What follows belongs to an exercise in optimizing a design on an open flow for small area and a short achievable clock period; a production flow would make more cautious choices.
Function was not checked in any run shown here: the RTL went through the layout flow alone.

==> flow/design.v (outline; a module is shown in full before it is edited, if it fits) <==
// module SRGL: 6695 lines
// module srgl_fa: 4 lines
// module srgl_nor: 3 lines
// module srgl_dec: 18 lines
// module srgl_cout: 16 lines
// module srgl_inv: 3 lines
// module srgl_nand: 3 lines
// module srgl_nor2: 3 lines
// module srgl_andn: 3 lines
// module srgl_orn: 3 lines
// module srgl_aoi: 3 lines
// module srgl_oai: 3 lines
// module srgl_ha: 4 lines
module SRGL(
    input wire clk,
    input wire reset,
    input wire mov,
    input wire signed [31:0] mpu_valor,
    input wire [7:0] letra_base,
    input wire mpu_valid,
    output reg ready,
    output reg [7:0] letra_final
);
  // ...
==> flow/run.sh <==
#!/bin/bash
# synth_recipe.tcl (not shown) runs the flow's synth.tcl, then flattens the netlist and writes it again
# the make line also repeats each setting of config.mk as NAME=value (left out here)
make -C /OpenROAD-flow-scripts/flow DESIGN_CONFIG=/design/flow/config.mk WORK_HOME=/design/flow/orfs CLKGATE_MAP_FILE= SYNTH_SCRIPT=/design/flow/synth_recipe.tcl finish
==> flow/config.mk <==
export PLATFORM = sky130hd
export DESIGN_NAME = SRGL
export DESIGN_NICKNAME = SRGL
export VERILOG_FILES = /design/flow/design.v
export SDC_FILE = /design/flow/constraint.sdc
export NUM_CORES = 4
export LEC_CHECK = 0
export ABC_AREA = 1
export CAP_MARGIN = 20
export CORE_MARGIN = 2
export CORE_UTILIZATION = 65
export CTS_CLUSTER_DIAMETER = 80
export CTS_CLUSTER_SIZE = 30
export SLEW_MARGIN = 20
export SYNTH_HIERARCHICAL = 1
export SYNTH_MINIMUM_KEEP_SIZE = 0
==> flow/constraint.sdc <==
create_clock -name core_clock -period 90.0 [get_ports {clk}]
set_input_delay 18.0000 -clock core_clock [delete_from_list [all_inputs] [get_ports {clk}]]
set_output_delay 18.0000 -clock core_clock [all_outputs]
set_load 0.01 [all_outputs]
==> out/qor.log, run 1 <==
qor: die.rows 99
qor: worst_setup_path.regToRegStartpoint acc[20]
qor: route.drt_first_pass_iters 5
qor: worst_setup_path.startpoint letra_base[2]
qor: worst_setup_path.crit_type input pin to flip-flop
qor: cells_and_area.num-nets-final 5165
qor: run.max-cap-violations 0
qor: worst_setup_path.timing.rr.end letra_final[3]
qor: yosys.synth_nets 5081
qor: route.route.layer.met1.wl 50300 microns
qor: yosys.synthesis.yosys.warnings 7
qor: placement.io_buffer_count 36
qor: grt.global_route_wire_length_before_repair 182000 microns
qor: placement.gp_congestion 0.911
qor: timing.worst-slew-pin-transition 1.04 ns
qor: worst_setup_path.worst_ep_required_time 90.56 ns
qor: grt.grt-ovfl-total 0
qor: run_status.outcome no timing/DRC/antenna violations
qor: grt.initial_antenna_violation_count 0
qor: die.io_pins 53
qor: grt.gr-usage-met3 0.0489
qor: die.dieHeight 275 microns
qor: min_path.worst_hold_path.endpoint sr18[0]
qor: grt.grt_util_all_layers 0.329
qor: grt.grt_max_degree 169
qor: cells_and_area.largest_register_ff_count 21
qor: cells_and_area.syn2layout_area_growth 6.45%
qor: timing.setup_tns 0 ns
qor: route.post-route-drc-count 0
qor: cells_and_area.layout_common_cells fa_1, nor2_1, edfxtp_1, xor2_1, nand2_1
qor: worst_setup_path.cp.buffers_inverters 6
==> inputs of run 2 (changes only) <==
--- a/flow/design.v
+++ b/flow/design.v
@@ -123,17 +123,17 @@
     case (msel)
         2'd0: qsel = 15'd4525;
         2'd1: qsel = 15'd13522;
         2'd2: qsel = 15'd4505;
         default: qsel = 15'd13493;
     endcase
 end
 wire [14:0] qr = qsel + {{9{rem[5]}}, rem};
-wire [13:0] cc = ~qr[14:1];
+wire [12:0] cc = ~qr[13:1];                      
 wire fs1;
 wire fc2;
 wire fs3;
 wire fc4;
 wire fs5;
 wire fc6;
 wire fs7;
 wire fc8;
@@ -3566,24 +3566,24 @@
 wire fs3435;
 wire fc3436;
 wire fs3437;
 wire fc3438;
 wire fs3439;
 wire fc3440;
 wire fs3441;
 wire fc3442;
-wire fs3443;
-wire fc3444;
+wire hs3443;
+wire hc3444;
 wire fs3445;
 wire fc3446;
 wire fs3447;
 wire fc3448;
-wire hs3449;
-wire hc3450;
+wire fs3449;
+wire fc3450;
 wire fs3451;
 wire fc3452;
 wire fs3453;
 wire fc3454;
 wire fs3455;
 wire fc3456;
 wire fs3457;
 wire fc3458;
@@ -3650,38 +3650,38 @@
 wire fs3519;
 wire fc3520;
 wire fs3521;
 wire fc3522;
 wire fs3523;
 wire fc3524;
 wire fs3525;
 wire fc3526;
-wire fs3527;
-wire fc3528;
+wire hs3527;
+wire hc3528;
 wire fs3529;
 wire fc3530;
 wire fs3531;
 wire fc3532;
-wire fs3533;
-wire fc3534;
+wire hs3533;
+wire hc3534;
 wire fs3535;
 wire fc3536;
 wire fs3537;
 wire fc3538;
 wire fs3539;
 wire fc3540;
-wire hs3541;
-wire hc3542;
+wire fs3541;
+wire fc3542;
 wire fs3543;
 wire fc3544;
 wire fs3545;
 wire fc3546;
-wire hs3547;
-wire hc3548;
+wire fs3547;
+wire fc3548;
 wire fs3549;
 wire fc3550;
 wire fs3551;
 wire fc3552;
 wire fs3553;
 wire fc3554;
 wire fs3555;
 wire fc3556;
@@ -3728,18 +3728,18 @@
 wire fs3597;
 wire fc3598;
 wire fs3599;
 wire fc3600;
 wire fs3601;
 wire fc3602;
 wire fs3603;
 wire fc3604;
-wire fs3605;
-wire fc3606;
+wire hs3605;
+wire hc3606;
 wire fs3607;
 wire fc3608;
 wire fs3609;
 wire fc3610;
 wire fs3611;
 wire fc3612;
 wire fs3613;
 wire fc3614;
@@ -3748,18 +3748,18 @@
 wire fs3617;
 wire fc3618;
 wire fs3619;
 wire fc3620;
 wire fs3621;
 wire fc3622;
 wire fs3623;
 wire fc3624;
-wire hs3625;
-wire hc3626;
+wire fs3625;
+wire fc3626;
 wire fs3627;
 wire fc3628;
 wire fs3629;
 wire fc3630;
 wire fs3631;
 wire fc3632;
 wire fs3633;
 wire fc3634;
@@ -3774,18 +3774,18 @@
 wire fs3643;
 wire fc3644;
 wire fs3645;
 wire fc3646;
 wire fs3647;
 wire fc3648;
 wire fs3649;
 wire fc3650;
-wire fs3651;
-wire fc3652;
+wire hs3651;
+wire hc3652;
 wire fs3653;
 wire fc3654;
 wire fs3655;
 wire fc3656;
 wire fs3657;
 wire fc3658;
 wire fs3659;
 wire fc3660;
@@ -3798,20 +3798,20 @@
 wire fs3667;
 wire fc3668;
 wire fs3669;
 wire fc3670;
 wire fs3671;
 wire fc3672;
 wire fs3673;
 wire fc3674;
-wire hs3675;
-wire hc3676;
-wire fs3677;
-wire fc3678;
+wire fs3675;
+wire fc3676;
+wire hs3677;
+wire hc3678;
 wire fs3679;
 wire fc3680;
 wire fs3681;
 wire fc3682;
 wire fs3683;
 wire fc3684;
 wire fs3685;
 wire fc3686;
@@ -3854,79 +3854,51 @@
 wire fs3723;
 wire fc3724;
 wire fs3725;
 wire fc3726;
 wire fs3727;
 wire fc3728;
 wire fs3729;
 wire fc3730;
-wire hs3731;
-wire hc3732;
+wire fs3731;
+wire fc3732;
 wire fs3733;
 wire fc3734;
 wire fs3735;
 wire fc3736;
 wire fs3737;
 wire fc3738;
 wire fs3739;
 wire fc3740;
 wire fs3741;
 wire fc3742;
-wire fs3743;
-wire fc3744;
-wire fs3745;
-wire fc3746;
-wire fs3747;
-wire fc3748;
-wire fs3749;
-wire fc3750;
-wire fs3751;
-wire fc3752;
-wire fs3753;
-wire fc3754;
-wire fs3755;
-wire fc3756;
-wire fs3757;
-wire fc3758;
-wire fs3759;
-wire fc3760;
-wire fs3761;
-wire fc3762;
-wire fs3763;
-wire fc3764;
-wire fs3765;
-wire fc3766;
-wire fs3767;
-wire fc3768;
-wire fs3769;
-wire fc3770;
-wire xs3771;
-srgl_ha u_hs3731 (.a(acc_base[0]), .b(x[0]), .s(hs3731), .co(hc3732));
-srgl_fa u_fs3733 (.a(acc_base[1]), .b(x[1]), .c(hc3732), .s(fs3733), .co(fc3734));
-srgl_fa u_fs3735 (.a(acc_base[2]), .b(x[2]), .c(fc3734), .s(fs3735), .co(fc3736));
-srgl_fa u_fs3737 (.a(acc_base[3]), .b(x[3]), .c(fc3736), .s(fs3737), .co(fc3738));
-srgl_fa u_fs3739 (.a(acc_base[4]), .b(x[4]), .c(fc3738), .s(fs3739), .co(fc3740));
-srgl_fa u_fs3741 (.a(acc_base[5]), .b(x[5]), .c(fc3740), .s(fs3741), .co(fc3742));
-srgl_fa u_fs3743 (.a(acc_base[6]), .b(x[6]), .c(fc3742), .s(fs3743), .co(fc3744));
-srgl_fa u_fs3745 (.a(acc_base[7]), .b(x[7]), .c(fc3744), .s(fs3745), .co(fc3746));
-srgl_fa u_fs3747 (.a(acc_base[8]), .b(x[8]), .c(fc3746), .s(fs3747), .co(fc3748));
-srgl_fa u_fs3749 (.a(acc_base[9]), .b(x[9]), .c(fc3748), .s(fs3749), .co(fc3750));
-srgl_fa u_fs3751 (.a(acc_base[10]), .b(x[10]), .c(fc3750), .s(fs3751), .co(fc3752));
-srgl_fa u_fs3753 (.a(acc_base[11]), .b(x[11]), .c(fc3752), .s(fs3753), .co(fc3754));
-srgl_fa u_fs3755 (.a(acc_base[12]), .b(x[12]), .c(fc3754), .s(fs3755), .co(fc3756));
-srgl_fa u_fs3757 (.a(acc_base[13]), .b(x[13]), .c(fc3756), .s(fs3757), .co(fc3758));
-srgl_fa u_fs3759 (.a(acc_base[14]), .b(x[14]), .c(fc3758), .s(fs3759), .co(fc3760));
-srgl_fa u_fs3761 (.a(acc_base[15]), .b(x[15]), .c(fc3760), .s(fs3761), .co(fc3762));
-srgl_fa u_fs3763 (.a(acc_base[16]), .b(x[15]), .c(fc3762), .s(fs3763), .co(fc3764));
-srgl_fa u_fs3765 (.a(acc_base[17]), .b(x[15]), .c(fc3764), .s(fs3765), .co(fc3766));
-srgl_fa u_fs3767 (.a(acc_base[18]), .b(x[15]), .c(fc3766), .s(fs3767), .co(fc3768));
-srgl_fa u_fs3769 (.a(acc_base[19]), .b(x[15]), .c(fc3768), .s(fs3769), .co(fc3770));
-assign xs3771 = acc_base[20] ^ x[15] ^ fc3770;
-assign acc_next = {xs3771, fs3769, fs3767, fs3765, fs3763, fs3761, fs3759, fs3757, fs3755, fs3753, fs3751, fs3749, fs3747, fs3745, fs3743, fs3741, fs3739, fs3737, fs3735, fs3733, hs3731};
+wire xs3743;
+srgl_ha u_hs3703 (.a(acc_base[0]), .b(x[0]), .s(hs3703), .co(hc3704));
+srgl_fa u_fs3705 (.a(acc_base[1]), .b(x[1]), .c(hc3704), .s(fs3705), .co(fc3706));
+srgl_fa u_fs3707 (.a(acc_base[2]), .b(x[2]), .c(fc3706), .s(fs3707), .co(fc3708));
+srgl_fa u_fs3709 (.a(acc_base[3]), .b(x[3]), .c(fc3708), .s(fs3709), .co(fc3710));
+srgl_fa u_fs3711 (.a(acc_base[4]), .b(x[4]), .c(fc3710), .s(fs3711), .co(fc3712));
+srgl_fa u_fs3713 (.a(acc_base[5]), .b(x[5]), .c(fc3712), .s(fs3713), .co(fc3714));
+srgl_fa u_fs3715 (.a(acc_base[6]), .b(x[6]), .c(fc3714), .s(fs3715), .co(fc3716));
+srgl_fa u_fs3717 (.a(acc_base[7]), .b(x[7]), .c(fc3716), .s(fs3717), .co(fc3718));
+srgl_fa u_fs3719 (.a(acc_base[8]), .b(x[8]), .c(fc3718), .s(fs3719), .co(fc3720));
+srgl_fa u_fs3721 (.a(acc_base[9]), .b(x[9]), .c(fc3720), .s(fs3721), .co(fc3722));
+srgl_fa u_fs3723 (.a(acc_base[10]), .b(x[10]), .c(fc3722), .s(fs3723), .co(fc3724));
+srgl_fa u_fs3725 (.a(acc_base[11]), .b(x[11]), .c(fc3724), .s(fs3725), .co(fc3726));
+srgl_fa u_fs3727 (.a(acc_base[12]), .b(x[12]), .c(fc3726), .s(fs3727), .co(fc3728));
+srgl_fa u_fs3729 (.a(acc_base[13]), .b(x[13]), .c(fc3728), .s(fs3729), .co(fc3730));
+srgl_fa u_fs3731 (.a(acc_base[14]), .b(x[14]), .c(fc3730), .s(fs3731), .co(fc3732));
+srgl_fa u_fs3733 (.a(acc_base[15]), .b(x[15]), .c(fc3732), .s(fs3733), .co(fc3734));
+srgl_fa u_fs3735 (.a(acc_base[16]), .b(x[15]), .c(fc3734), .s(fs3735), .co(fc3736));
+srgl_fa u_fs3737 (.a(acc_base[17]), .b(x[15]), .c(fc3736), .s(fs3737), .co(fc3738));
+srgl_fa u_fs3739 (.a(acc_base[18]), .b(x[15]), .c(fc3738), .s(fs3739), .co(fc3740));
+srgl_fa u_fs3741 (.a(acc_base[19]), .b(x[15]), .c(fc3740), .s(fs3741), .co(fc3742));
+assign xs3743 = acc_base[20] ^ x[15] ^ fc3742;
+assign acc_next = {xs3743, fs3741, fs3739, fs3737, fs3735, fs3733, fs3731, fs3729, fs3727, fs3725, fs3723, fs3721, fs3719, fs3717, fs3715, fs3713, fs3711, fs3709, fs3707, fs3705, hs3703};
 assign fs1 = ~(acc[0] ^ nrem[0]);
 assign fc2 = acc[0] | nrem[0];
 srgl_fa u_fs3 (.a(acc[1]), .b(nrem[1]), .c(fc2), .s(fs3), .co(fc4));
 srgl_fa u_fs5 (.a(acc[2]), .b(nrem[2]), .c(fc4), .s(fs5), .co(fc6));
 srgl_fa u_fs7 (.a(acc[3]), .b(nrem[3]), .c(fc6), .s(fs7), .co(fc8));
 srgl_fa u_fs9 (.a(acc[4]), .b(nrem[4]), .c(fc8), .s(fs9), .co(fc10));
 srgl_fa u_fs11 (.a(acc[5]), .b(nrem[5]), .c(fc10), .s(fs11), .co(fc12));
 srgl_fa u_fs13 (.a(acc[6]), .b(nrem[5]), .c(fc12), .s(fs13), .co(fc14));
@@ -6510,173 +6482,158 @@
 srgl_fa u_fs3411 (.a(fc3230), .b(fc3232), .c(fc3234), .s(fs3411), .co(fc3412));
 srgl_fa u_fs3413 (.a(fc3236), .b(fc3238), .c(fc3240), .s(fs3413), .co(fc3414));
 srgl_fa u_fs3415 (.a(fc3052), .b(fs3261), .c(fs3263), .s(fs3415), .co(fc3416));
 srgl_fa u_fs3417 (.a(fs3265), .b(fs3267), .c(fs3269), .s(fs3417), .co(fc3418));
 srgl_fa u_fs3419 (.a(fs3271), .b(fs3273), .c(fs3275), .s(fs3419), .co(fc3420));
 srgl_fa u_fs3421 (.a(fs3277), .b(fc3244), .c(fc3246), .s(fs3421), .co(fc3422));
 srgl_fa u_fs3423 (.a(fc3248), .b(fc3250), .c(fc3252), .s(fs3423), .co(fc3424));
 srgl_fa u_fs3425 (.a(fc3254), .b(fc3256), .c(fc3258), .s(fs3425), .co(fc3426));
-srgl_fa u_fs3427 (.a(cc[13]), .b(fc3054), .c(fc3056), .s(fs3427), .co(fc3428));
-srgl_fa u_fs3429 (.a(fc3058), .b(fc3262), .c(fc3264), .s(fs3429), .co(fc3430));
-srgl_fa u_fs3431 (.a(fc3266), .b(fc3268), .c(fc3270), .s(fs3431), .co(fc3432));
-srgl_fa u_fs3433 (.a(pm2787), .b(pm2876), .c(pm2970), .s(fs3433), .co(fc3434));
-srgl_fa u_fs3435 (.a(fs2983), .b(hs2985), .c(fs3059), .s(fs3435), .co(fc3436));
-srgl_fa u_fs3437 (.a(fc3060), .b(fc3062), .c(fc3064), .s(fs3437), .co(fc3438));
-srgl_fa u_fs3439 (.a(fc3066), .b(hc3068), .c(fs3285), .s(fs3439), .co(fc3440));
-srgl_fa u_fs3441 (.a(fs3287), .b(fs3289), .c(fs3291), .s(fs3441), .co(fc3442));
-srgl_fa u_fs3443 (.a(fc3080), .b(fc3082), .c(fs3295), .s(fs3443), .co(fc3444));
-srgl_fa u_fs3445 (.a(fs3297), .b(fs3299), .c(fs3301), .s(fs3445), .co(fc3446));
-srgl_fa u_fs3447 (.a(fs3303), .b(hs3305), .c(fc3286), .s(fs3447), .co(fc3448));
-srgl_ha u_hs3449 (.a(fc3288), .b(fc3290), .s(hs3449), .co(hc3450));
-srgl_fa u_fs3451 (.a(fc3098), .b(fs3307), .c(fs3309), .s(fs3451), .co(fc3452));
-srgl_fa u_fs3453 (.a(fs3311), .b(fs3313), .c(fs3315), .s(fs3453), .co(fc3454));
-srgl_fa u_fs3455 (.a(fs3317), .b(fc3296), .c(fc3298), .s(fs3455), .co(fc3456));
-srgl_fa u_fs3457 (.a(fc3300), .b(fc3302), .c(fc3304), .s(fs3457), .co(fc3458));
-srgl_fa u_fs3459 (.a(hc3116), .b(fs3319), .c(fs3321), .s(fs3459), .co(fc3460));
-srgl_fa u_fs3461 (.a(fs3323), .b(fs3325), .c(fs3327), .s(fs3461), .co(fc3462));
-srgl_fa u_fs3463 (.a(fs3329), .b(fc3308), .c(fc3310), .s(fs3463), .co(fc3464));
-srgl_fa u_fs3465 (.a(fc3312), .b(fc3314), .c(fc3316), .s(fs3465), .co(fc3466));
-srgl_fa u_fs3467 (.a(fc3134), .b(fs3331), .c(fs3333), .s(fs3467), .co(fc3468));
-srgl_fa u_fs3469 (.a(fs3335), .b(fs3337), .c(fs3339), .s(fs3469), .co(fc3470));
-srgl_fa u_fs3471 (.a(fs3341), .b(fc3320), .c(fc3322), .s(fs3471), .co(fc3472));
-srgl_fa u_fs3473 (.a(fc3324), .b(fc3326), .c(fc3328), .s(fs3473), .co(fc3474));
-srgl_fa u_fs3475 (.a(fc3152), .b(fs3343), .c(fs3345), .s(fs3475), .co(fc3476));
-srgl_fa u_fs3477 (.a(fs3347), .b(fs3349), .c(fs3351), .s(fs3477), .co(fc3478));
-srgl_fa u_fs3479 (.a(fs3353), .b(fc3332), .c(fc3334), .s(fs3479), .co(fc3480));
-srgl_fa u_fs3481 (.a(fc3336), .b(fc3338), .c(fc3340), .s(fs3481), .co(fc3482));
-srgl_fa u_fs3483 (.a(fc3170), .b(fs3355), .c(fs3357), .s(fs3483), .co(fc3484));
-srgl_fa u_fs3485 (.a(fs3359), .b(fs3361), .c(fs3363), .s(fs3485), .co(fc3486));
-srgl_fa u_fs3487 (.a(fs3365), .b(fc3344), .c(fc3346), .s(fs3487), .co(fc3488));
-srgl_fa u_fs3489 (.a(fc3348), .b(fc3350), .c(fc3352), .s(fs3489), .co(fc3490));
-srgl_fa u_fs3491 (.a(fc3188), .b(fs3367), .c(fs3369), .s(fs3491), .co(fc3492));
-srgl_fa u_fs3493 (.a(fs3371), .b(fs3373), .c(fs3375), .s(fs3493), .co(fc3494));
-srgl_fa u_fs3495 (.a(fs3377), .b(fc3356), .c(fc3358), .s(fs3495), .co(fc3496));
-srgl_fa u_fs3497 (.a(fc3360), .b(fc3362), .c(fc3364), .s(fs3497), .co(fc3498));
-srgl_fa u_fs3499 (.a(fc3206), .b(fs3379), .c(fs3381), .s(fs3499), .co(fc3500));
-srgl_fa u_fs3501 (.a(fs3383), .b(fs3385), .c(fs3387), .s(fs3501), .co(fc3502));
-srgl_fa u_fs3503 (.a(fs3389), .b(fc3368), .c(fc3370), .s(fs3503), .co(fc3504));
-srgl_fa u_fs3505 (.a(fc3372), .b(fc3374), .c(fc3376), .s(fs3505), .co(fc3506));
-srgl_fa u_fs3507 (.a(fc3224), .b(fs3391), .c(fs3393), .s(fs3507), .co(fc3508));
-srgl_fa u_fs3509 (.a(fs3395), .b(fs3397), .c(fs3399), .s(fs3509), .co(fc3510));
-srgl_fa u_fs3511 (.a(fs3401), .b(fc3380), .c(fc3382), .s(fs3511), .co(fc3512));
-srgl_fa u_fs3513 (.a(fc3384), .b(fc3386), .c(fc3388), .s(fs3513), .co(fc3514));
-srgl_fa u_fs3515 (.a(fc3242), .b(fs3403), .c(fs3405), .s(fs3515), .co(fc3516));
-srgl_fa u_fs3517 (.a(fs3407), .b(fs3409), .c(fs3411), .s(fs3517), .co(fc3518));
-srgl_fa u_fs3519 (.a(fs3413), .b(fc3392), .c(fc3394), .s(fs3519), .co(fc3520));
-srgl_fa u_fs3521 (.a(fc3396), .b(fc3398), .c(fc3400), .s(fs3521), .co(fc3522));
-srgl_fa u_fs3523 (.a(fc3260), .b(fs3415), .c(fs3417), .s(fs3523), .co(fc3524));
-srgl_fa u_fs3525 (.a(fs3419), .b(fs3421), .c(fs3423), .s(fs3525), .co(fc3526));
-srgl_fa u_fs3527 (.a(fs3425), .b(fc3404), .c(fc3406), .s(fs3527), .co(fc3528));
-srgl_fa u_fs3529 (.a(fc3408), .b(fc3410), .c(fc3412), .s(fs3529), .co(fc3530));
-srgl_fa u_fs3531 (.a(fc3272), .b(fc3274), .c(fc3276), .s(fs3531), .co(fc3532));
-srgl_fa u_fs3533 (.a(fc3278), .b(fs3427), .c(fs3429), .s(fs3533), .co(fc3534));
-srgl_fa u_fs3535 (.a(fs3431), .b(fc3416), .c(fc3418), .s(fs3535), .co(fc3536));
-srgl_fa u_fs3537 (.a(fc3420), .b(fc3422), .c(fc3424), .s(fs3537), .co(fc3538));
-srgl_fa u_fs3539 (.a(fs3061), .b(fs3063), .c(fs3065), .s(fs3539), .co(fc3540));
-srgl_ha u_hs3541 (.a(hs3067), .b(fs3279), .s(hs3541), .co(hc3542));
-srgl_fa u_fs3543 (.a(hs3293), .b(fc3280), .c(fc3282), .s(fs3543), .co(fc3544));
-srgl_fa u_fs3545 (.a(fc3284), .b(fs3437), .c(fs3439), .s(fs3545), .co(fc3546));
-srgl_ha u_hs3547 (.a(fs3441), .b(fc3434), .s(hs3547), .co(hc3548));
-srgl_fa u_fs3549 (.a(fc3292), .b(hc3294), .c(fs3443), .s(fs3549), .co(fc3550));
-srgl_fa u_fs3551 (.a(fs3445), .b(fs3447), .c(hs3449), .s(fs3551), .co(fc3552));
-srgl_fa u_fs3553 (.a(fc3438), .b(fc3440), .c(fc3442), .s(fs3553), .co(fc3554));
-srgl_fa u_fs3555 (.a(hc3306), .b(fs3451), .c(fs3453), .s(fs3555), .co(fc3556));
-srgl_fa u_fs3557 (.a(fs3455), .b(fs3457), .c(fc3444), .s(fs3557), .co(fc3558));
-srgl_fa u_fs3559 (.a(fc3446), .b(fc3448), .c(hc3450), .s(fs3559), .co(fc3560));
-srgl_fa u_fs3561 (.a(fc3318), .b(fs3459), .c(fs3461), .s(fs3561), .co(fc3562));
-srgl_fa u_fs3563 (.a(fs3463), .b(fs3465), .c(fc3452), .s(fs3563), .co(fc3564));
-srgl_fa u_fs3565 (.a(fc3454), .b(fc3456), .c(fc3458), .s(fs3565), .co(fc3566));
-srgl_fa u_fs3567 (.a(fc3330), .b(fs3467), .c(fs3469), .s(fs3567), .co(fc3568));
-srgl_fa u_fs3569 (.a(fs3471), .b(fs3473), .c(fc3460), .s(fs3569), .co(fc3570));
-srgl_fa u_fs3571 (.a(fc3462), .b(fc3464), .c(fc3466), .s(fs3571), .co(fc3572));
-srgl_fa u_fs3573 (.a(fc3342), .b(fs3475), .c(fs3477), .s(fs3573), .co(fc3574));
-srgl_fa u_fs3575 (.a(fs3479), .b(fs3481), .c(fc3468), .s(fs3575), .co(fc3576));
-srgl_fa u_fs3577 (.a(fc3470), .b(fc3472), .c(fc3474), .s(fs3577), .co(fc3578));
-srgl_fa u_fs3579 (.a(fc3354), .b(fs3483), .c(fs3485), .s(fs3579), .co(fc3580));
-srgl_fa u_fs3581 (.a(fs3487), .b(fs3489), .c(fc3476), .s(fs3581), .co(fc3582));
-srgl_fa u_fs3583 (.a(fc3478), .b(fc3480), .c(fc3482), .s(fs3583), .co(fc3584));
-srgl_fa u_fs3585 (.a(fc3366), .b(fs3491), .c(fs3493), .s(fs3585), .co(fc3586));
-srgl_fa u_fs3587 (.a(fs3495), .b(fs3497), .c(fc3484), .s(fs3587), .co(fc3588));
-srgl_fa u_fs3589 (.a(fc3486), .b(fc3488), .c(fc3490), .s(fs3589), .co(fc3590));
-srgl_fa u_fs3591 (.a(fc3378), .b(fs3499), .c(fs3501), .s(fs3591), .co(fc3592));
-srgl_fa u_fs3593 (.a(fs3503), .b(fs3505), .c(fc3492), .s(fs3593), .co(fc3594));
-srgl_fa u_fs3595 (.a(fc3494), .b(fc3496), .c(fc3498), .s(fs3595), .co(fc3596));
-srgl_fa u_fs3597 (.a(fc3390), .b(fs3507), .c(fs3509), .s(fs3597), .co(fc3598));
-srgl_fa u_fs3599 (.a(fs3511), .b(fs3513), .c(fc3500), .s(fs3599), .co(fc3600));
-srgl_fa u_fs3601 (.a(fc3502), .b(fc3504), .c(fc3506), .s(fs3601), .co(fc3602));
-srgl_fa u_fs3603 (.a(fc3402), .b(fs3515), .c(fs3517), .s(fs3603), .co(fc3604));
-srgl_fa u_fs3605 (.a(fs3519), .b(fs3521), .c(fc3508), .s(fs3605), .co(fc3606));
-srgl_fa u_fs3607 (.a(fc3510), .b(fc3512), .c(fc3514), .s(fs3607), .co(fc3608));
-srgl_fa u_fs3609 (.a(fc3414), .b(fs3523), .c(fs3525), .s(fs3609), .co(fc3610));
-srgl_fa u_fs3611 (.a(fs3527), .b(fs3529), .c(fc3516), .s(fs3611), .co(fc3612));
-srgl_fa u_fs3613 (.a(fc3518), .b(fc3520), .c(fc3522), .s(fs3613), .co(fc3614));
-srgl_fa u_fs3615 (.a(fc3426), .b(fs3531), .c(fs3533), .s(fs3615), .co(fc3616));
-srgl_fa u_fs3617 (.a(fs3535), .b(fs3537), .c(fc3524), .s(fs3617), .co(fc3618));
-srgl_fa u_fs3619 (.a(fc3526), .b(fc3528), .c(fc3530), .s(fs3619), .co(fc3620));
-srgl_fa u_fs3621 (.a(fs3281), .b(fs3283), .c(fs3433), .s(fs3621), .co(fc3622));
-srgl_fa u_fs3623 (.a(fc3436), .b(fs3543), .c(fs3545), .s(fs3623), .co(fc3624));
-srgl_ha u_hs3625 (.a(hs3547), .b(fc3540), .s(hs3625), .co(hc3626));
-srgl_fa u_fs3627 (.a(fs3549), .b(fs3551), .c(fs3553), .s(fs3627), .co(fc3628));
-srgl_fa u_fs3629 (.a(fc3544), .b(fc3546), .c(hc3548), .s(fs3629), .co(fc3630));
-srgl_fa u_fs3631 (.a(fs3555), .b(fs3557), .c(fs3559), .s(fs3631), .co(fc3632));
-srgl_fa u_fs3633 (.a(fc3550), .b(fc3552), .c(fc3554), .s(fs3633), .co(fc3634));
-srgl_fa u_fs3635 (.a(fs3561), .b(fs3563), .c(fs3565), .s(fs3635), .co(fc3636));
-srgl_fa u_fs3637 (.a(fc3556), .b(fc3558), .c(fc3560), .s(fs3637), .co(fc3638));
-srgl_fa u_fs3639 (.a(fs3567), .b(fs3569), .c(fs3571), .s(fs3639), .co(fc3640));
-srgl_fa u_fs3641 (.a(fc3562), .b(fc3564), .c(fc3566), .s(fs3641), .co(fc3642));
-srgl_fa u_fs3643 (.a(fs3573), .b(fs3575), .c(fs3577), .s(fs3643), .co(fc3644));
-srgl_fa u_fs3645 (.a(fc3568), .b(fc3570), .c(fc3572), .s(fs3645), .co(fc3646));
-srgl_fa u_fs3647 (.a(fs3579), .b(fs3581), .c(fs3583), .s(fs3647), .co(fc3648));
-srgl_fa u_fs3649 (.a(fc3574), .b(fc3576), .c(fc3578), .s(fs3649), .co(fc3650));
-srgl_fa u_fs3651 (.a(fs3585), .b(fs3587), .c(fs3589), .s(fs3651), .co(fc3652));
-srgl_fa u_fs3653 (.a(fc3580), .b(fc3582), .c(fc3584), .s(fs3653), .co(fc3654));
-srgl_fa u_fs3655 (.a(fs3591), .b(fs3593), .c(fs3595), .s(fs3655), .co(fc3656));
-srgl_fa u_fs3657 (.a(fc3586), .b(fc3588), .c(fc3590), .s(fs3657), .co(fc3658));
-srgl_fa u_fs3659 (.a(fs3597), .b(fs3599), .c(fs3601), .s(fs3659), .co(fc3660));
-srgl_fa u_fs3661 (.a(fc3592), .b(fc3594), .c(fc3596), .s(fs3661), .co(fc3662));
-srgl_fa u_fs3663 (.a(fs3603), .b(fs3605), .c(fs3607), .s(fs3663), .co(fc3664));
-srgl_fa u_fs3665 (.a(fc3598), .b(fc3600), .c(fc3602), .s(fs3665), .co(fc3666));
-srgl_fa u_fs3667 (.a(fs3609), .b(fs3611), .c(fs3613), .s(fs3667), .co(fc3668));
-srgl_fa u_fs3669 (.a(fc3604), .b(fc3606), .c(fc3608), .s(fs3669), .co(fc3670));
-srgl_fa u_fs3671 (.a(fs3615), .b(fs3617), .c(fs3619), .s(fs3671), .co(fc3672));
-srgl_fa u_fs3673 (.a(fc3610), .b(fc3612), .c(fc3614), .s(fs3673), .co(fc3674));
-srgl_ha u_hs3675 (.a(fs3435), .b(fs3539), .s(hs3675), .co(hc3676));
-srgl_fa u_fs3677 (.a(hc3542), .b(fs3623), .c(hs3625), .s(fs3677), .co(fc3678));
-srgl_fa u_fs3679 (.a(fs3627), .b(fs3629), .c(fc3624), .s(fs3679), .co(fc3680));
-srgl_fa u_fs3681 (.a(fs3631), .b(fs3633), .c(fc3628), .s(fs3681), .co(fc3682));
-srgl_fa u_fs3683 (.a(fs3635), .b(fs3637), .c(fc3632), .s(fs3683), .co(fc3684));
-srgl_fa u_fs3685 (.a(fs3639), .b(fs3641), .c(fc3636), .s(fs3685), .co(fc3686));
-srgl_fa u_fs3687 (.a(fs3643), .b(fs3645), .c(fc3640), .s(fs3687), .co(fc3688));
-srgl_fa u_fs3689 (.a(fs3647), .b(fs3649), .c(fc3644), .s(fs3689), .co(fc3690));
-srgl_fa u_fs3691 (.a(fs3651), .b(fs3653), .c(fc3648), .s(fs3691), .co(fc3692));
-srgl_fa u_fs3693 (.a(fs3655), .b(fs3657), .c(fc3652), .s(fs3693), .co(fc3694));
-srgl_fa u_fs3695 (.a(fs3659), .b(fs3661), .c(fc3656), .s(fs3695), .co(fc3696));
-srgl_fa u_fs3697 (.a(fs3663), .b(fs3665), .c(fc3660), .s(fs3697), .co(fc3698));
-srgl_fa u_fs3699 (.a(fs3667), .b(fs3669), .c(fc3664), .s(fs3699), .co(fc3700));
-srgl_fa u_fs3701 (.a(fs3671), .b(fs3673), .c(fc3668), .s(fs3701), .co(fc3702));
-srgl_ha u_hs3703 (.a(hs3541), .b(fs3621), .s(hs3703), .co(hc3704));
-srgl_fa u_fs3705 (.a(fc3622), .b(fs3677), .c(hc3676), .s(fs3705), .co(fc3706));
-srgl_fa u_fs3707 (.a(hc3626), .b(fs3679), .c(fc3678), .s(fs3707), .co(fc3708));
-srgl_fa u_fs3709 (.a(fc3630), .b(fs3681), .c(fc3680), .s(fs3709), .co(fc3710));
-srgl_fa u_fs3711 (.a(fc3634), .b(fs3683), .c(fc3682), .s(fs3711), .co(fc3712));
-srgl_fa u_fs3713 (.a(fc3638), .b(fs3685), .c(fc3684), .s(fs3713), .co(fc3714));
-srgl_fa u_fs3715 (.a(fc3642), .b(fs3687), .c(fc3686), .s(fs3715), .co(fc3716));
-srgl_fa u_fs3717 (.a(fc3646), .b(fs3689), .c(fc3688), .s(fs3717), .co(fc3718));
-srgl_fa u_fs3719 (.a(fc3650), .b(fs3691), .c(fc3690), .s(fs3719), .co(fc3720));
-srgl_fa u_fs3721 (.a(fc3654), .b(fs3693), .c(fc3692), .s(fs3721), .co(fc3722));
-srgl_fa u_fs3723 (.a(fc3658), .b(fs3695), .c(fc3694), .s(fs3723), .co(fc3724));
-srgl_fa u_fs3725 (.a(fc3662), .b(fs3697), .c(fc3696), .s(fs3725), .co(fc3726));
-srgl_fa u_fs3727 (.a(fc3666), .b(fs3699), .c(fc3698), .s(fs3727), .co(fc3728));
-srgl_fa u_fs3729 (.a(fc3670), .b(fs3701), .c(fc3700), .s(fs3729), .co(fc3730));
-wire [13:0] row_a = {fs3729, fs3727, fs3725, fs3723, fs3721, fs3719, fs3717, fs3715, fs3713, fs3711, fs3709, fs3707, fs3705, hs3675};
-wire [13:0] row_b = {fc3728, fc3726, fc3724, fc3722, fc3720, fc3718, fc3716, fc3714, fc3712, fc3710, fc3708, fc3706, hc3704, hs3703};
-wire row_co;
-srgl_cout u_cout (.a(row_a), .b(row_b), .co(row_co));
-wire big = fc3428 | fc3430 | fc3432 | fc3532 | fc3534 | fc3536 | fc3538 | fc3616 | fc3618 | fc3620 | fc3672 | fc3674 | fc3702 | fc3730 | sat156 | sat261 | sat361 | sat460 | sat565 | sat664 | sat761 | sat866 | sat971 | sat1076 | sat1179 | sat1284 | sat1384 | sat1471 | sat1565 | sat1659 | sat1753 | sat1843 | sat1945 | sat2043 | sat2145 | sat2237 | sat2327 | sat2416 | sat2510 | sat2602 | sat2694 | sat2786 | sat2875 | sat2969 | row_co;
+srgl_fa u_fs3427 (.a(pm2787), .b(pm2876), .c(pm2970), .s(fs3427), .co(fc3428));
+srgl_fa u_fs3429 (.a(fs2983), .b(hs2985), .c(fs3059), .s(fs3429), .co(fc3430));
+srgl_fa u_fs3431 (.a(fc3060), .b(fc3062), .c(fc3064), .s(fs3431), .co(fc3432));
+srgl_fa u_fs3433 (.a(fc3066), .b(hc3068), .c(fs3285), .s(fs3433), .co(fc3434));
+srgl_fa u_fs3435 (.a(fs3287), .b(fs3289), .c(fs3291), .s(fs3435), .co(fc3436));
+srgl_fa u_fs3437 (.a(fc3080), .b(fc3082), .c(fs3295), .s(fs3437), .co(fc3438));
+srgl_fa u_fs3439 (.a(fs3297), .b(fs3299), .c(fs3301), .s(fs3439), .co(fc3440));
+srgl_fa u_fs3441 (.a(fs3303), .b(hs3305), .c(fc3286), .s(fs3441), .co(fc3442));
+srgl_ha u_hs3443 (.a(fc3288), .b(fc3290), .s(hs3443), .co(hc3444));
+srgl_fa u_fs3445 (.a(fc3098), .b(fs3307), .c(fs3309), .s(fs3445), .co(fc3446));
+srgl_fa u_fs3447 (.a(fs3311), .b(fs3313), .c(fs3315), .s(fs3447), .co(fc3448));
+srgl_fa u_fs3449 (.a(fs3317), .b(fc3296), .c(fc3298), .s(fs3449), .co(fc3450));
+srgl_fa u_fs3451 (.a(fc3300), .b(fc3302), .c(fc3304), .s(fs3451), .co(fc3452));
+srgl_fa u_fs3453 (.a(hc3116), .b(fs3319), .c(fs3321), .s(fs3453), .co(fc3454));
+srgl_fa u_fs3455 (.a(fs3323), .b(fs3325), .c(fs3327), .s(fs3455), .co(fc3456));
+srgl_fa u_fs3457 (.a(fs3329), .b(fc3308), .c(fc3310), .s(fs3457), .co(fc3458));
+srgl_fa u_fs3459 (.a(fc3312), .b(fc3314), .c(fc3316), .s(fs3459), .co(fc3460));
+srgl_fa u_fs3461 (.a(fc3134), .b(fs3331), .c(fs3333), .s(fs3461), .co(fc3462));
+srgl_fa u_fs3463 (.a(fs3335), .b(fs3337), .c(fs3339), .s(fs3463), .co(fc3464));
+srgl_fa u_fs3465 (.a(fs3341), .b(fc3320), .c(fc3322), .s(fs3465), .co(fc3466));
+srgl_fa u_fs3467 (.a(fc3324), .b(fc3326), .c(fc3328), .s(fs3467), .co(fc3468));
+srgl_fa u_fs3469 (.a(fc3152), .b(fs3343), .c(fs3345), .s(fs3469), .co(fc3470));
+srgl_fa u_fs3471 (.a(fs3347), .b(fs3349), .c(fs3351), .s(fs3471), .co(fc3472));
+srgl_fa u_fs3473 (.a(fs3353), .b(fc3332), .c(fc3334), .s(fs3473), .co(fc3474));
+srgl_fa u_fs3475 (.a(fc3336), .b(fc3338), .c(fc3340), .s(fs3475), .co(fc3476));
+srgl_fa u_fs3477 (.a(fc3170), .b(fs3355), .c(fs3357), .s(fs3477), .co(fc3478));
+srgl_fa u_fs3479 (.a(fs3359), .b(fs3361), .c(fs3363), .s(fs3479), .co(fc3480));
+srgl_fa u_fs3481 (.a(fs3365), .b(fc3344), .c(fc3346), .s(fs3481), .co(fc3482));
+srgl_fa u_fs3483 (.a(fc3348), .b(fc3350), .c(fc3352), .s(fs3483), .co(fc3484));
+srgl_fa u_fs3485 (.a(fc3188), .b(fs3367), .c(fs3369), .s(fs3485), .co(fc3486));
+srgl_fa u_fs3487 (.a(fs3371), .b(fs3373), .c(fs3375), .s(fs3487), .co(fc3488));
+srgl_fa u_fs3489 (.a(fs3377), .b(fc3356), .c(fc3358), .s(fs3489), .co(fc3490));
+srgl_fa u_fs3491 (.a(fc3360), .b(fc3362), .c(fc3364), .s(fs3491), .co(fc3492));
+srgl_fa u_fs3493 (.a(fc3206), .b(fs3379), .c(fs3381), .s(fs3493), .co(fc3494));
+srgl_fa u_fs3495 (.a(fs3383), .b(fs3385), .c(fs3387), .s(fs3495), .co(fc3496));
+srgl_fa u_fs3497 (.a(fs3389), .b(fc3368), .c(fc3370), .s(fs3497), .co(fc3498));
+srgl_fa u_fs3499 (.a(fc3372), .b(fc3374), .c(fc3376), .s(fs3499), .co(fc3500));
+srgl_fa u_fs3501 (.a(fc3224), .b(fs3391), .c(fs3393), .s(fs3501), .co(fc3502));
+srgl_fa u_fs3503 (.a(fs3395), .b(fs3397), .c(fs3399), .s(fs3503), .co(fc3504));
+srgl_fa u_fs3505 (.a(fs3401), .b(fc3380), .c(fc3382), .s(fs3505), .co(fc3506));
+srgl_fa u_fs3507 (.a(fc3384), .b(fc3386), .c(fc3388), .s(fs3507), .co(fc3508));
+srgl_fa u_fs3509 (.a(fc3242), .b(fs3403), .c(fs3405), .s(fs3509), .co(fc3510));
+srgl_fa u_fs3511 (.a(fs3407), .b(fs3409), .c(fs3411), .s(fs3511), .co(fc3512));
+srgl_fa u_fs3513 (.a(fs3413), .b(fc3392), .c(fc3394), .s(fs3513), .co(fc3514));
+srgl_fa u_fs3515 (.a(fc3396), .b(fc3398), .c(fc3400), .s(fs3515), .co(fc3516));
+srgl_fa u_fs3517 (.a(fc3260), .b(fs3415), .c(fs3417), .s(fs3517), .co(fc3518));
+srgl_fa u_fs3519 (.a(fs3419), .b(fs3421), .c(fs3423), .s(fs3519), .co(fc3520));
+srgl_fa u_fs3521 (.a(fs3425), .b(fc3404), .c(fc3406), .s(fs3521), .co(fc3522));
+srgl_fa u_fs3523 (.a(fc3408), .b(fc3410), .c(fc3412), .s(fs3523), .co(fc3524));
+srgl_fa u_fs3525 (.a(fs3061), .b(fs3063), .c(fs3065), .s(fs3525), .co(fc3526));
+srgl_ha u_hs3527 (.a(hs3067), .b(fs3279), .s(hs3527), .co(hc3528));
+srgl_fa u_fs3529 (.a(hs3293), .b(fc3280), .c(fc3282), .s(fs3529), .co(fc3530));
+srgl_fa u_fs3531 (.a(fc3284), .b(fs3431), .c(fs3433), .s(fs3531), .co(fc3532));
+srgl_ha u_hs3533 (.a(fs3435), .b(fc3428), .s(hs3533), .co(hc3534));
+srgl_fa u_fs3535 (.a(fc3292), .b(hc3294), .c(fs3437), .s(fs3535), .co(fc3536));
+srgl_fa u_fs3537 (.a(fs3439), .b(fs3441), .c(hs3443), .s(fs3537), .co(fc3538));
+srgl_fa u_fs3539 (.a(fc3432), .b(fc3434), .c(fc3436), .s(fs3539), .co(fc3540));
+srgl_fa u_fs3541 (.a(hc3306), .b(fs3445), .c(fs3447), .s(fs3541), .co(fc3542));
+srgl_fa u_fs3543 (.a(fs3449), .b(fs3451), .c(fc3438), .s(fs3543), .co(fc3544));
+srgl_fa u_fs3545 (.a(fc3440), .b(fc3442), .c(hc3444), .s(fs3545), .co(fc3546));
+srgl_fa u_fs3547 (.a(fc3318), .b(fs3453), .c(fs3455), .s(fs3547), .co(fc3548));
+srgl_fa u_fs3549 (.a(fs3457), .b(fs3459), .c(fc3446), .s(fs3549), .co(fc3550));
+srgl_fa u_fs3551 (.a(fc3448), .b(fc3450), .c(fc3452), .s(fs3551), .co(fc3552));
+srgl_fa u_fs3553 (.a(fc3330), .b(fs3461), .c(fs3463), .s(fs3553), .co(fc3554));
+srgl_fa u_fs3555 (.a(fs3465), .b(fs3467), .c(fc3454), .s(fs3555), .co(fc3556));
+srgl_fa u_fs3557 (.a(fc3456), .b(fc3458), .c(fc3460), .s(fs3557), .co(fc3558));
+srgl_fa u_fs3559 (.a(fc3342), .b(fs3469), .c(fs3471), .s(fs3559), .co(fc3560));
+srgl_fa u_fs3561 (.a(fs3473), .b(fs3475), .c(fc3462), .s(fs3561), .co(fc3562));
+srgl_fa u_fs3563 (.a(fc3464), .b(fc3466), .c(fc3468), .s(fs3563), .co(fc3564));
+srgl_fa u_fs3565 (.a(fc3354), .b(fs3477), .c(fs3479), .s(fs3565), .co(fc3566));
+srgl_fa u_fs3567 (.a(fs3481), .b(fs3483), .c(fc3470), .s(fs3567), .co(fc3568));
+srgl_fa u_fs3569 (.a(fc3472), .b(fc3474), .c(fc3476), .s(fs3569), .co(fc3570));
+srgl_fa u_fs3571 (.a(fc3366), .b(fs3485), .c(fs3487), .s(fs3571), .co(fc3572));
+srgl_fa u_fs3573 (.a(fs3489), .b(fs3491), .c(fc3478), .s(fs3573), .co(fc3574));
+srgl_fa u_fs3575 (.a(fc3480), .b(fc3482), .c(fc3484), .s(fs3575), .co(fc3576));
+srgl_fa u_fs3577 (.a(fc3378), .b(fs3493), .c(fs3495), .s(fs3577), .co(fc3578));
+srgl_fa u_fs3579 (.a(fs3497), .b(fs3499), .c(fc3486), .s(fs3579), .co(fc3580));
+srgl_fa u_fs3581 (.a(fc3488), .b(fc3490), .c(fc3492), .s(fs3581), .co(fc3582));
+srgl_fa u_fs3583 (.a(fc3390), .b(fs3501), .c(fs3503), .s(fs3583), .co(fc3584));
+srgl_fa u_fs3585 (.a(fs3505), .b(fs3507), .c(fc3494), .s(fs3585), .co(fc3586));
+srgl_fa u_fs3587 (.a(fc3496), .b(fc3498), .c(fc3500), .s(fs3587), .co(fc3588));
+srgl_fa u_fs3589 (.a(fc3402), .b(fs3509), .c(fs3511), .s(fs3589), .co(fc3590));
+srgl_fa u_fs3591 (.a(fs3513), .b(fs3515), .c(fc3502), .s(fs3591), .co(fc3592));
+srgl_fa u_fs3593 (.a(fc3504), .b(fc3506), .c(fc3508), .s(fs3593), .co(fc3594));
+srgl_fa u_fs3595 (.a(fc3414), .b(fs3517), .c(fs3519), .s(fs3595), .co(fc3596));
+srgl_fa u_fs3597 (.a(fs3521), .b(fs3523), .c(fc3510), .s(fs3597), .co(fc3598));
+srgl_fa u_fs3599 (.a(fc3512), .b(fc3514), .c(fc3516), .s(fs3599), .co(fc3600));
+srgl_fa u_fs3601 (.a(fs3281), .b(fs3283), .c(fs3427), .s(fs3601), .co(fc3602));
+srgl_fa u_fs3603 (.a(fc3430), .b(fs3529), .c(fs3531), .s(fs3603), .co(fc3604));
+srgl_ha u_hs3605 (.a(hs3533), .b(fc3526), .s(hs3605), .co(hc3606));
+srgl_fa u_fs3607 (.a(fs3535), .b(fs3537), .c(fs3539), .s(fs3607), .co(fc3608));
+srgl_fa u_fs3609 (.a(fc3530), .b(fc3532), .c(hc3534), .s(fs3609), .co(fc3610));
+srgl_fa u_fs3611 (.a(fs3541), .b(fs3543), .c(fs3545), .s(fs3611), .co(fc3612));
+srgl_fa u_fs3613 (.a(fc3536), .b(fc3538), .c(fc3540), .s(fs3613), .co(fc3614));
+srgl_fa u_fs3615 (.a(fs3547), .b(fs3549), .c(fs3551), .s(fs3615), .co(fc3616));
+srgl_fa u_fs3617 (.a(fc3542), .b(fc3544), .c(fc3546), .s(fs3617), .co(fc3618));
+srgl_fa u_fs3619 (.a(fs3553), .b(fs3555), .c(fs3557), .s(fs3619), .co(fc3620));
+srgl_fa u_fs3621 (.a(fc3548), .b(fc3550), .c(fc3552), .s(fs3621), .co(fc3622));
+srgl_fa u_fs3623 (.a(fs3559), .b(fs3561), .c(fs3563), .s(fs3623), .co(fc3624));
+srgl_fa u_fs3625 (.a(fc3554), .b(fc3556), .c(fc3558), .s(fs3625), .co(fc3626));
+srgl_fa u_fs3627 (.a(fs3565), .b(fs3567), .c(fs3569), .s(fs3627), .co(fc3628));
+srgl_fa u_fs3629 (.a(fc3560), .b(fc3562), .c(fc3564), .s(fs3629), .co(fc3630));
+srgl_fa u_fs3631 (.a(fs3571), .b(fs3573), .c(fs3575), .s(fs3631), .co(fc3632));
+srgl_fa u_fs3633 (.a(fc3566), .b(fc3568), .c(fc3570), .s(fs3633), .co(fc3634));
+srgl_fa u_fs3635 (.a(fs3577), .b(fs3579), .c(fs3581), .s(fs3635), .co(fc3636));
+srgl_fa u_fs3637 (.a(fc3572), .b(fc3574), .c(fc3576), .s(fs3637), .co(fc3638));
+srgl_fa u_fs3639 (.a(fs3583), .b(fs3585), .c(fs3587), .s(fs3639), .co(fc3640));
+srgl_fa u_fs3641 (.a(fc3578), .b(fc3580), .c(fc3582), .s(fs3641), .co(fc3642));
+srgl_fa u_fs3643 (.a(fs3589), .b(fs3591), .c(fs3593), .s(fs3643), .co(fc3644));
+srgl_fa u_fs3645 (.a(fc3584), .b(fc3586), .c(fc3588), .s(fs3645), .co(fc3646));
+srgl_fa u_fs3647 (.a(fs3595), .b(fs3597), .c(fs3599), .s(fs3647), .co(fc3648));
+srgl_fa u_fs3649 (.a(fc3590), .b(fc3592), .c(fc3594), .s(fs3649), .co(fc3650));
+srgl_ha u_hs3651 (.a(fs3429), .b(fs3525), .s(hs3651), .co(hc3652));
+srgl_fa u_fs3653 (.a(hc3528), .b(fs3603), .c(hs3605), .s(fs3653), .co(fc3654));
+srgl_fa u_fs3655 (.a(fs3607), .b(fs3609), .c(fc3604), .s(fs3655), .co(fc3656));
+srgl_fa u_fs3657 (.a(fs3611), .b(fs3613), .c(fc3608), .s(fs3657), .co(fc3658));
+srgl_fa u_fs3659 (.a(fs3615), .b(fs3617), .c(fc3612), .s(fs3659), .co(fc3660));
+srgl_fa u_fs3661 (.a(fs3619), .b(fs3621), .c(fc3616), .s(fs3661), .co(fc3662));
+srgl_fa u_fs3663 (.a(fs3623), .b(fs3625), .c(fc3620), .s(fs3663), .co(fc3664));
+srgl_fa u_fs3665 (.a(fs3627), .b(fs3629), .c(fc3624), .s(fs3665), .co(fc3666));
+srgl_fa u_fs3667 (.a(fs3631), .b(fs3633), .c(fc3628), .s(fs3667), .co(fc3668));
+srgl_fa u_fs3669 (.a(fs3635), .b(fs3637), .c(fc3632), .s(fs3669), .co(fc3670));
+srgl_fa u_fs3671 (.a(fs3639), .b(fs3641), .c(fc3636), .s(fs3671), .co(fc3672));
+srgl_fa u_fs3673 (.a(fs3643), .b(fs3645), .c(fc3640), .s(fs3673), .co(fc3674));
+srgl_fa u_fs3675 (.a(fs3647), .b(fs3649), .c(fc3644), .s(fs3675), .co(fc3676));
+srgl_ha u_hs3677 (.a(hs3527), .b(fs3601), .s(hs3677), .co(hc3678));
+srgl_fa u_fs3679 (.a(fc3602), .b(fs3653), .c(hc3652), .s(fs3679), .co(fc3680));
+srgl_fa u_fs3681 (.a(hc3606), .b(fs3655), .c(fc3654), .s(fs3681), .co(fc3682));
+srgl_fa u_fs3683 (.a(fc3610), .b(fs3657), .c(fc3656), .s(fs3683), .co(fc3684));
+srgl_fa u_fs3685 (.a(fc3614), .b(fs3659), .c(fc3658), .s(fs3685), .co(fc3686));
+srgl_fa u_fs3687 (.a(fc3618), .b(fs3661), .c(fc3660), .s(fs3687), .co(fc3688));
+srgl_fa u_fs3689 (.a(fc3622), .b(fs3663), .c(fc3662), .s(fs3689), .co(fc3690));
+srgl_fa u_fs3691 (.a(fc3626), .b(fs3665), .c(fc3664), .s(fs3691), .co(fc3692));
+srgl_fa u_fs3693 (.a(fc3630), .b(fs3667), .c(fc3666), .s(fs3693), .co(fc3694));
+srgl_fa u_fs3695 (.a(fc3634), .b(fs3669), .c(fc3668), .s(fs3695), .co(fc3696));
+srgl_fa u_fs3697 (.a(fc3638), .b(fs3671), .c(fc3670), .s(fs3697), .co(fc3698));
+srgl_fa u_fs3699 (.a(fc3642), .b(fs3673), .c(fc3672), .s(fs3699), .co(fc3700));
+srgl_fa u_fs3701 (.a(fc3646), .b(fs3675), .c(fc3674), .s(fs3701), .co(fc3702));
+wire [12:0] row_a = {fs3701, fs3699, fs3697, fs3695, fs3693, fs3691, fs3689, fs3687, fs3685, fs3683, fs3681, fs3679, hs3651};
+wire [12:0] row_b = {fc3700, fc3698, fc3696, fc3694, fc3692, fc3690, fc3688, fc3686, fc3684, fc3682, fc3680, hc3678, hs3677};
+wire [13:0] row_sum = {1'b0, row_a} + {1'b0, row_b};
+wire big = fc3054 | fc3056 | fc3058 | fc3262 | fc3264 | fc3266 | fc3268 | fc3270 | fc3272 | fc3274 | fc3276 | fc3278 | fc3416 | fc3418 | fc3420 | fc3422 | fc3424 | fc3426 | fc3518 | fc3520 | fc3522 | fc3524 | fc3596 | fc3598 | fc3600 | fc3648 | fc3650 | fc3676 | fc3702 | sat156 | sat261 | sat361 | sat460 | sat565 | sat664 | sat761 | sat866 | sat971 | sat1076 | sat1179 | sat1284 | sat1384 | sat1471 | sat1565 | sat1659 | sat1753 | sat1843 | sat1945 | sat2043 | sat2145 | sat2237 | sat2327 | sat2416 | sat2510 | sat2602 | sat2694 | sat2786 | sat2875 | sat2969 | row_sum[13];
 wire match = ~big & span_ok;
 wire is_model = (letra_base == "D") | (letra_base == "H") | (letra_base == "F") | (letra_base == "L");
 reg [7:0] target;
 always @(*) begin
     case (msel)
         2'd0: target = "Z";
         2'd1: target = "T";
         2'd2: target = "K";
@@ -6713,32 +6670,16 @@
 assign mf[9] = b[3] ? b[2] : ~b[1];
 assign mf[10] = b[3] ? b[2] : b[1];
 assign mf[11] = b[3] ? b[2] : 1'b1;
 assign mf[12] = b[3] ? 1'b1 : 1'b0;
 assign mf[13] = b[3] ? 1'b1 : ~b[1];
 assign mf[14] = b[3] ? 1'b1 : b[1];
 assign mf[15] = b[3] ? 1'b1 : 1'b1;
 endmodule
-module srgl_cout(input wire [13:0] a, input wire [13:0] b, output wire co);
-wire [13:0] g0 = a & b, p0 = a | b;
-wire [13:0] g1, p1, g2, p2, g3, p3, g4;
-genvar i;
-generate for (i = 0; i < 14; i = i + 1) begin : pf
-    if (i >= 1) begin assign g1[i] = g0[i] | (p0[i] & g0[i-1]); assign p1[i] = p0[i] & p0[i-1]; end
-    else begin assign g1[i] = g0[i]; assign p1[i] = p0[i]; end
-    if (i >= 2) begin assign g2[i] = g1[i] | (p1[i] & g1[i-2]); assign p2[i] = p1[i] & p1[i-2]; end
-    else begin assign g2[i] = g1[i]; assign p2[i] = p1[i]; end
-    if (i >= 4) begin assign g3[i] = g2[i] | (p2[i] & g2[i-4]); assign p3[i] = p2[i] & p2[i-4]; end
-    else begin assign g3[i] = g2[i]; assign p3[i] = p2[i]; end
-    if (i >= 8) begin assign g4[i] = g3[i] | (p3[i] & g3[i-8]); end
-    else begin assign g4[i] = g3[i]; end
-end endgenerate
-assign co = g4[13];
-endmodule
 module srgl_inv(input wire a, output wire y);
 assign y = ~a;
 endmodule
 module srgl_nand(input wire a, input wire b, output wire y);
 assign y = ~(a & b);
 endmodule
 module srgl_nor2(input wire a, input wire b, output wire y);
 assign y = ~(a | b);
--- a/flow/config.mk
+++ b/flow/config.mk
@@ -6,11 +6,12 @@
 export NUM_CORES = 4
 export LEC_CHECK = 0
 export ABC_AREA = 1
 export CAP_MARGIN = 20
 export CORE_MARGIN = 2
 export CORE_UTILIZATION = 65
 export CTS_CLUSTER_DIAMETER = 80
 export CTS_CLUSTER_SIZE = 30
+export PLACE_DENSITY = 0.75
 export SLEW_MARGIN = 20
 export SYNTH_HIERARCHICAL = 1
 export SYNTH_MINIMUM_KEEP_SIZE = 0
==> run 2 against run 1 <==
Compared with the run above:
- still clean
- sequential cell count unchanged
- die area decreased by 0.33%
- sequential share of layout area about the same
- critical path depth decreased by 1
- final cell count decreased by 0.62%
- worst hold slack improved by 0.0013 ns
- clock skew decreased by 0.0046 ns
- design area decreased by 0.15%
- routed wire length decreased by 4.2%
==> out/qor.log, run 2 <==
qor: timing.timing_max_transition_violations_final 0
qor: cts.clk_path_buf_depth 3
qor: timing.post-route-min-period 29.82 ns
qor: cts.cts_post_setup_buffers_inserted 0
qor: placement.dp_hpwl 90600 microns
qor: timing.setup_violations 0
qor: grt.global_route_wire_length_before_repair 176000 microns [-3.3%]
qor: cts.cts_tree done
qor: grt.grt_max_degree 162 [-4.1%]
qor: route.routed_via_density 5.81
qor: timing.timing.final.crit_share 0.331
qor: route.vias 29000
qor: cells_and_area.multiInputGateArea 32400 sq um
qor: cells_and_area.num_antenna_cells 0
qor: timing.max_slew_margin 0.320
qor: cells_and_area.layout_common_cells fa_1, nor2_1, edfxtp_1, xor2_1, nand2_1
qor: cts.htree_num_levels 2
qor: die.floorplan.initialDensity 0.653
qor: route.drtAntennaViolNets 0
qor: route.route.detailed.wl_per_inst 22.6 microns
qor: die.chipWidth 274 microns
qor: cts.cts.clk_slew.worst_paths 0.09 ns
qor: worst_setup_path.crit_path_max_fanout 42
qor: cells_and_area.final_common_cell fa_1
qor: timing.timing_hold_violations_final 0
qor: cts.cts.repair.resized 0
qor: die.dieHeight 274 microns [-0.17%]
qor: cells_and_area.largest_register_ff_count 21 [unchanged]
qor: route.drt_iter0_markers 2511
qor: yosys.synthesis.yosys.warnings 7 [unchanged]
qor: min_path.path_class_of_the_lowest_slack_min_delay_path flip-flop to flip-flop
qor: placement.gp_congestion 0.913 [+0.26%]
qor: timing.achievable-frequency 0.0335 GHz
qor: route.post-route-drc-count 0 [unchanged]
qor: die.core-area 72600 sq um
qor: cts.numCtsBuffers 37
qor: cts.clock_sink_count 470
qor: worst_setup_path.worst_ep_required_time 90.54 ns [-0.02 ns]
qor: route.finalWirelength 113000 microns
qor: cts.post_cts_hold_buffer_count 0
qor: worst_setup_path.endpoint_kind flip-flop
qor: placement.io_buffer_count 36 [unchanged]
qor: yosys.synth_area_per_cell 12.1 sq um
qor: run_status.outcome no timing/DRC/antenna violations
qor: yosys.post_synth_instance_area 47400 sq um
qor: die.rows 99 [unchanged]
qor: die.floorplan.die_area 75100 sq um
qor: cts.worst_skew_pair.late_latency 0.60 ns
qor: worst_setup_path.timing.critical_path.arrival 30.36 ns
qor: cells_and_area.largest-register acc
qor: grt.grt_util_all_layers 0.316 [-0.0131]
qor: cells_and_area.register_area 14000 sq um
qor: route.drt_first_pass_iters 5 [unchanged]
qor: timing.worst-slew-pin-transition 1.02 ns [-0.0200 ns]
qor: cells_and_area.drive_gt1_frac 0.0867
qor: timing.setup_tns 0 ns [unchanged]
qor: grt.initial_antenna_violation_count 1 [+1]
qor: worst_setup_path.cpMostUsedCell fa_1
qor: worst_setup_path.worstSetupStartpointType input pin
qor: run.max-cap-violations 0 [unchanged]
qor: cells_and_area.num-fill-cells 5216
qor: grt.grt_pass1_vias 30100
qor: cells_and_area.syn2layout_area_growth 6.65%
qor: worst_setup_path.critical_path.slowest_cell nand2_2
qor: die.io_pins 53 [unchanged]
qor: yosys.synth_nets 5050 [-0.61%]
qor: yosys.post_synth_inst_count 3930
qor: timing.grt_setup_unrepaired false
qor: worst_setup_path.critPathMaxStageDelay 0.62 ns
qor: timing.clock_skew 0.0310 ns
qor: cts.clock_tree.root_cell clkbuf_16
qor: cells_and_area.num-nets-final 5133 [-0.62%]
qor: grt.grt-ovfl-total 0 [unchanged]
qor: worst_setup_path.crit_type input pin to flip-flop
run 2: path summary, 6_finish.rpt:
check / slack, ns / cells after the start / end / start
setup / recovery: 60.18 / 45 / letra_final[4] / letra_base[3]
hold / removal: 0.46 / 0 / sr12[0] / sr11[0]
setup reg to reg: 67.97 / 79 / letra_final[4] / acc[20]
hold reg to reg: 0.46 / 0 / sr12[0] / sr11[0]
max in group asynchronous: 71.77 / 2 / write_ptr[3] / reset
min in group asynchronous: 17.78 / 2 / buffer_full / reset
run 2: per-layer routing:
metal,share of wire,global-route usage,up-vias
met4,0.032,0.0928,0
met1,0.43,0.469,14800
li1,-,-,13100
met3,0.069,0.0352,148
met2,0.47,0.499,1034
met5,0,0,-
run 2: layout make-up:
class / count / area share
clock inverter: 26 / 0.00676
clock buffer: 38 / 0.0184
multi-input combinational: 3179 / 0.642
timing repair buffer: 74 / 0.0129
tap: 959 / 0.0237
inverter: 251 / 0.0187
sequential: 470 / 0.278
run 2: stage by stage:
step                      setup slack, ns   util  std cells  hold WS (ns)  instance area (sq um)
final                               60.18  0.696       4997         0.462                  50600
after global placement              60.12  0.679       4933         0.440                  49300
after global routing                59.74  0.696       4997         0.481                  50600
after CTS                           60.44  0.696       4997         0.467                  50600
after floorplan                     50.63      -       3930         0.375                  47400
after detailed placement            59.88  0.679       4933         0.443                  49300
run 2: worst max-delay path: cells and delay by family:
family / cells / cell delay (ns)
fa+ha+maj: 10 / 4.77
simple gates: 14 / 2.62
buf+inv: 7 / 2.07
compound gates: 14 / 2.83

==> port drivers added, routing unchanged <==
The flow's constraints put no driver on any port. The routed layouts listed below were extracted and timed again, unchanged, in two steps. Step 1, drivers: a clkbuf_16 drives clk and a buf_2 each remaining input, both assumed. Step 2, shift: input delay + t, output delay - t, t = (earliest + latest rising clock arrival at the registers) / 2. This alone moves slack from input paths to output paths. Three values: ideal ports, drivers, drivers and shift; two values: the first two.
| run | t (ns) | slack for setup (ns) | hold slack, ns | worst slew at a driven data input, ns | pins driven straight from the clock port |
|---|---|---|---|---|---|
| run 1 | 0.661 | 59.474 / 59.517 / 58.855 | 0.460 / 0.460 / 0.460 | 0.04 | 1 |
| run 2 | 0.655 | 60.179 / 60.221 / 59.565 | 0.462 / 0.462 / 0.462 | 0.04 | 1 |
After both steps setup and hold are still met in every run listed. For run 1, which loses most, drivers alone change the setup slack by +0.043 ns; drivers and shift together by -0.619 ns.
